From an optimization exercise on the open Yosys and OpenROAD flow, aimed at small area, a short achievable clock period and few clock cycles per item; shortcuts taken in it are not production practice. RTL that was checked went through simulation tests only; none was proved equivalent to the original.

run D:
// M1
module M1 (
  input logic Clock,
  input logic Resetn,
  input logic Start,
  output logic Stop,
  output logic[17:0]   SRAM_address,
  output logic[15:0]   SRAM_write_data,
  output logic         SRAM_we_n,
  input logic[15:0]    SRAM_read_data
);
localparam logic [17:0] U_START   = 18'd38400;
localparam logic [17:0] V_START   = 18'd57600;
localparam logic [17:0] RGB_START = 18'd146944;
logic        act;
logic [9:0]  ph;       
logic [16:0] ya;       
logic [17:0] wa;       
logic [6:0]  col;      
logic        wen;
logic [7:0]  cw [0:15];
logic [15:0] yw;              
logic i_3, m0, m78, m79;
always_comb begin
  i_3 = ph[4] | ph[5];        
  m0  = (col == 7'd0);
  m78 = (col == 7'd78);
  m79 = (col == 7'd79);
end
logic [7:0] t [0:5];
logic [7:0] s0, s1, s2, s3, s4, s5;
always_comb begin
  for (int k = 0; k < 6; k++) t[k] = cw[2*k];
  s1 = (m0 & ~i_3) ? t[2] : t[1];
  s0 = m0 ? s1 : t[0];
  s2 = t[2];
  s3 = (m79 & i_3) ? t[2] : t[3];
  s4 = m79 ? s3 : t[4];
  s5 = m79 ? s3 : (m78 & i_3) ? t[4] : t[5];
end
logic [8:0] ia, ib, ic;       
function automatic logic [8:0] add8(input logic [7:0] x, input logic [7:0] y);
  logic c;
  c = 1'b0;
  for (int i = 0; i < 8; i++) begin
    add8[i] = x[i] ^ y[i] ^ c;
    c = (x[i] & y[i]) | (x[i] & c) | (y[i] & c);
  end
  add8[8] = c;
endfunction
always_ff @(posedge Clock) begin
  ia <= add8(s0, s5);
  ib <= add8(s1, s4);
  ic <= add8(s2, s3);
end
  ...
export LEC_CHECK = 0
export CAP_MARGIN = 20
export CORE_MARGIN = 2
export CORE_UTILIZATION = 40
export SLEW_MARGIN = 20
create_clock -name core_clock -period 24.0 [get_ports {Clock}]
standard.sh (not shown) runs the stock make flow with config.mk's settings and CLKGATE_MAP_FILE= SYNTH_SCRIPT=/design/flow/synth_recipe.tcl, a recipe that flattens the netlist after the stock synthesis.
==> flow/flow/run.sh <==
#!/bin/bash
# Standard synthesis and layout, with faster port buffers (buf_4) and the
# extra ORFS settings listed in flow/make.env (one NAME=value per line).
# Logs go to this folder.
set -uo pipefail
here=$(pwd)
args=()
while IFS= read -r line; do [ -n "$line" ] && args+=("$line"); done < flow/make.env
bash standard.sh synth > "$here/synth.log" 2>&1 || exit 1
bash standard.sh finish "BUFFER_PORTS_ARGS=-buffer_cell sky130_fd_sc_hd__buf_4" \
  "${args[@]}" > "$here/layout.log" 2>&1 || exit 1
==> flow/flow/make.env <==
CTS_CLUSTER_SIZE=25
CTS_CLUSTER_DIAMETER=100
Modified inputs, run C compared to run D
--- a/flow/design.v
+++ b/flow/design.v
@@ -361,40 +361,42 @@
 wire tg_w211 = tg_w123 ^ tg_w166 ^ tg_w167; wire tg_w212 = (tg_w123 & tg_w166) | (tg_w167 & (tg_w123 ^ tg_w166));
 wire tg_w213 = tg_w127 ^ tg_w168 ^ tg_w169; wire tg_w214 = (tg_w127 & tg_w168) | (tg_w169 & (tg_w127 ^ tg_w168));
 wire tg_w215 = ~(tg_w170 ^ tg_w171); wire tg_w216 = (tg_w170) | (tg_w171);
 wire tg_w217 = tg_w130 ^ tg_w172; wire tg_w218 = tg_w130 & tg_w172;
 wire [26:0] tg_ra = {1'b1, 1'b1, tg_w216, tg_w214, tg_w212, tg_w210, tg_w208, tg_w206, tg_w204, tg_w202, tg_w200, tg_w198, tg_w196, tg_w194, tg_w192, tg_w190, tg_w188, tg_w186, tg_w184, tg_w182, tg_w180, tg_w178, tg_w176, tg_w174, 1'b1, ~ev[1], ~ev[0]};
 wire [26:0] tg_rb = {1'b0, tg_w218, tg_w217, tg_w215, tg_w213, tg_w211, tg_w209, tg_w207, tg_w205, tg_w203, tg_w201, tg_w199, tg_w197, tg_w195, tg_w193, tg_w191, tg_w189, tg_w187, tg_w185, tg_w183, tg_w181, tg_w179, tg_w177, tg_w175, tg_w173, 1'b0, 1'b1};
 assign sG = tg_ra + tg_rb;
-logic [7:0] cx, cg;           
+logic [10:0] qx, qg;          
+logic [7:0] cx, cg;
 function automatic logic [7:0] clip(input logic [10:0] x);
   if (x[10]) clip = 8'd0;
   else if (x[9:8] != 2'b00) clip = 8'd255;
   else clip = x[7:0];
 endfunction
+always_comb begin
+  cx = clip(qx);
+  cg = clip(qg);
+end
 logic wr_next;     
 always_comb wr_next = wen & (ph[2] | ph[4] | ph[5] | ph[6] | ph[8] | ph[9]);
 logic we;          
 assign SRAM_we_n = ~we;
-logic fin;         
 always_ff @(posedge Clock or negedge Resetn) begin
   if (~Resetn) begin
     act <= 1'b0;
-    fin <= 1'b0;
     Stop <= 1'b0;
     we <= 1'b0;
   end else begin
     we <= 1'b0;
-    Stop <= fin;
     if (!act) begin
-      if (Start && !fin) act <= 1'b1;
+      if (Start && !Stop) act <= 1'b1;
     end else if (wr_next) begin
       we <= 1'b1;
       if (wa == 18'h3FFFF) begin
-        fin <= 1'b1;
+        Stop <= 1'b1;
         act <= 1'b0;
       end
     end
   end
 end
 always_ff @(posedge Clock) begin
   if (!act) begin
@@ -417,13 +419,13 @@
 always_ff @(posedge Clock) begin
   if (ph[0] | ph[3]) yw <= SRAM_read_data;
   if (ph[0] | ph[1] | ph[4] | ph[6]) begin
     for (int k = 0; k < 15; k++) cw[k] <= cw[k+1];
     cw[13] <= (ph[4] | ph[6]) ? SRAM_read_data[15:8] : cw[14];
     cw[15] <= SRAM_read_data[7:0];
   end
-  cx <= clip(sX[26:16]);
-  cg <= clip(sG[26:16]);
+  qx <= sX[26:16];
+  qg <= sG[26:16];
   if (!(ph[4] | ph[8])) SRAM_write_data[15:8] <= (ph[5] | ph[9]) ? cg : cx;
   SRAM_write_data[7:0] <= (ph[2] | ph[6]) ? cg : cx;
 end
 endmodule
Notes after the runs:
Compared with run D, in run C count of non-filler cells in the finished layout higher, non-clock buffer share of cell area saw little to no change, transition at the pin with the smallest max-transition slack dropped 0.091 ns, highest attainable clock frequency level, worst setup slack dropped 0.0079 ns. Relative to run D, global-route wire length before repair has gone down in run C.
Testbench counts of run C, summed over its fixed seeds: cycles 768,120, images 4.
For run D, only the layout was checked, not whether the RTL still works.

---

Another version of the RTL of M1 (not shown whole).
For scale: about 1900 cells after synthesis, about 21000 sq um of cells after synthesis.
==> flow/config.mk <==
export PLATFORM = sky130hd
export DESIGN_NAME = M1
export DESIGN_NICKNAME = M1
export VERILOG_FILES = /design/flow/design.v
export SDC_FILE = /design/flow/constraint.sdc
export NUM_CORES = 4
export LEC_CHECK = 0
export CAP_MARGIN = 20
export CORE_MARGIN = 2
export CORE_UTILIZATION = 40
export SLEW_MARGIN = 20
==> flow/constraint.sdc <==
create_clock -name core_clock -period 24.0 [get_ports {Clock}]
set_input_delay 4.8000 -clock core_clock [delete_from_list [all_inputs] [get_ports {Clock}]]
set_output_delay 4.8000 -clock core_clock [all_outputs]
set_load 0.01 [all_outputs]
Scripts as last shown in full above: flow/flow/run.sh, flow/flow/make.env
The starting point went through all stages and came out clean.
Then changed:
--- a/flow/design.v
+++ b/flow/design.v
@@ -352,17 +352,17 @@
 wire tg_w211 = tg_w123 ^ tg_w166 ^ tg_w167; wire tg_w212 = (tg_w123 & tg_w166) | (tg_w167 & (tg_w123 ^ tg_w166));
 wire tg_w213 = tg_w127 ^ tg_w168 ^ tg_w169; wire tg_w214 = (tg_w127 & tg_w168) | (tg_w169 & (tg_w127 ^ tg_w168));
 wire tg_w215 = ~(tg_w170 ^ tg_w171); wire tg_w216 = (tg_w170) | (tg_w171);
 wire tg_w217 = tg_w130 ^ tg_w172; wire tg_w218 = tg_w130 & tg_w172;
 wire [26:0] tg_ra = {1'b1, 1'b1, tg_w216, tg_w214, tg_w212, tg_w210, tg_w208, tg_w206, tg_w204, tg_w202, tg_w200, tg_w198, tg_w196, tg_w194, tg_w192, tg_w190, tg_w188, tg_w186, tg_w184, tg_w182, tg_w180, tg_w178, tg_w176, tg_w174, 1'b1, ~ev[1], ~ev[0]};
 wire [26:0] tg_rb = {1'b0, tg_w218, tg_w217, tg_w215, tg_w213, tg_w211, tg_w209, tg_w207, tg_w205, tg_w203, tg_w201, tg_w199, tg_w197, tg_w195, tg_w193, tg_w191, tg_w189, tg_w187, tg_w185, tg_w183, tg_w181, tg_w179, tg_w177, tg_w175, tg_w173, 1'b0, 1'b1};
 assign sG = tg_ra + tg_rb;
 logic [10:0] qx, qg;          
-logic [7:0] cx, cg, hb;
+logic [7:0] cx, cg;
 function automatic logic [7:0] clip(input logic [10:0] x);
   if (x[10]) clip = 8'd0;
   else if (x[9:8] != 2'b00) clip = 8'd255;
   else clip = x[7:0];
 endfunction
 always_comb begin
   cx = clip(qx);
   cg = clip(qg);
@@ -411,14 +411,12 @@
   if (ph[0] | ph[3]) yw <= SRAM_read_data;
   if (ph[0] | ph[1] | ph[4] | ph[6]) begin
     for (int k = 0; k < 15; k++) cw[k] <= cw[k+1];
     cw[13] <= (ph[4] | ph[6]) ? SRAM_read_data[15:8] : cw[14];
     cw[15] <= SRAM_read_data[7:0];
   end
   qx <= sX[26:16];
   qg <= sG[26:16];
-  hb <= cx;
-  if (ph[4] | ph[8]) SRAM_write_data <= {hb, cx};
-  else if (ph[5] | ph[9]) SRAM_write_data <= {cg, cx};
-  else SRAM_write_data <= {cx, cg};
+  if (!(ph[4] | ph[8])) SRAM_write_data[15:8] <= (ph[5] | ph[9]) ? cg : cx;
+  SRAM_write_data[7:0] <= (ph[2] | ph[6]) ? cg : cx;
 end
 endmodule
Result: Routed wire length grows by 5.9%; cell area barely changes; clock skew grows by 13 ps; hold slack is worse by 11 ps; maximum frequency grows by 0.33%.
Testbench counts after the change, summed over its fixed seeds: cycles 768,120, images 4.
Function not checked in the first run of this note: the RTL went through the layout flow alone.

---

green:
Another version of the RTL of M1 (not shown whole).
Size: about 1800 cells after synthesis, about 310 flip-flops, ~55 I/O pins.
Settings: LEC_CHECK=0, CAP_MARGIN=20, CORE_MARGIN=2, CORE_UTILIZATION=40, SLEW_MARGIN=20; clock period 24.0 ns.
Scripts as last shown in full above: flow/flow/run.sh, flow/flow/make.env
Modified inputs, orange compared to green
--- a/flow/design.v
+++ b/flow/design.v
@@ -369,34 +369,30 @@
 function automatic logic [7:0] clip(input logic [10:0] x);
   if (x[10]) clip = 8'd0;
   else if (x[9:8] != 2'b00) clip = 8'd255;
   else clip = x[7:0];
 endfunction
 logic wr_next;     
 always_comb wr_next = wen & (ph[2] | ph[4] | ph[5] | ph[6] | ph[8] | ph[9]);
 logic we;          
 assign SRAM_we_n = ~we;
-logic fin;         
 always_ff @(posedge Clock or negedge Resetn) begin
   if (~Resetn) begin
     act <= 1'b0;
-    fin <= 1'b0;
     Stop <= 1'b0;
     we <= 1'b0;
   end else begin
     we <= 1'b0;
-    Stop <= fin;
     if (!act) begin
-      if (Start && !fin) act <= 1'b1;
+      if (Start && !Stop) act <= 1'b1;
     end else if (wr_next) begin
       we <= 1'b1;
       if (wa == 18'h3FFFF) begin
-        fin <= 1'b1;
         Stop <= 1'b1;
         act <= 1'b0;
       end
     end
   end
 end
 always_ff @(posedge Clock) begin
   if (!act) begin
     ph <= 10'b00_0000_0100;
- Clock skew up 0.0077 ns in orange wrt green
- Routability congestion estimate from global placement (higher): orange
- Compared with green, orange ends up with a smaller final cell area.
- orange vs green — net count of the mapped netlist dropped about 2.8%.
- Maximum frequency: orange vs green, no meaningful difference
Testbench counts of orange, summed over its fixed seeds: cycles 768,120, images 4.
The RTL of green was laid out without a check of its function.

==> separate check: timing with driven ports <==
The results above use ideal ports. As a check the final layouts listed here were re-extracted and re-timed, cells and wires unchanged. Step 1 assumes that a clkbuf_16 drives the clock port and a buf_2 every other input. Step 2 adds t to the input delays and takes it off the output delays; t is the mean of the earliest and latest rising clock arrival at the registers after step 1. Input paths then give back, and output paths get back, about the clock's delay inside the block. Three values: ideal, step 1, step 2; two values: the first two.
run | t (ns) | setup WS [ns] | worst slew at a driven data input, ns | pins driven straight from the clock port
run D | 0.571 | 18.124 / 18.072 / 18.197 | 0.05 | 1
run C | 0.574 | 18.117 / 18.067 / 18.513 | 0.05 | 1
the first run of note 2 | 0.583 | 18.098 / 18.041 / 18.503 | 0.05 | 1
the second run of note 2 | 0.581 | 18.117 / 18.064 / 18.492 | 0.04 | 1
green | 0.567 | 18.119 / 18.071 / 18.233 | 0.04 | 1
orange | 0.574 | 18.120 / 18.069 / 18.430 | 0.05 | 1
After both steps setup and hold are still met in every run listed.
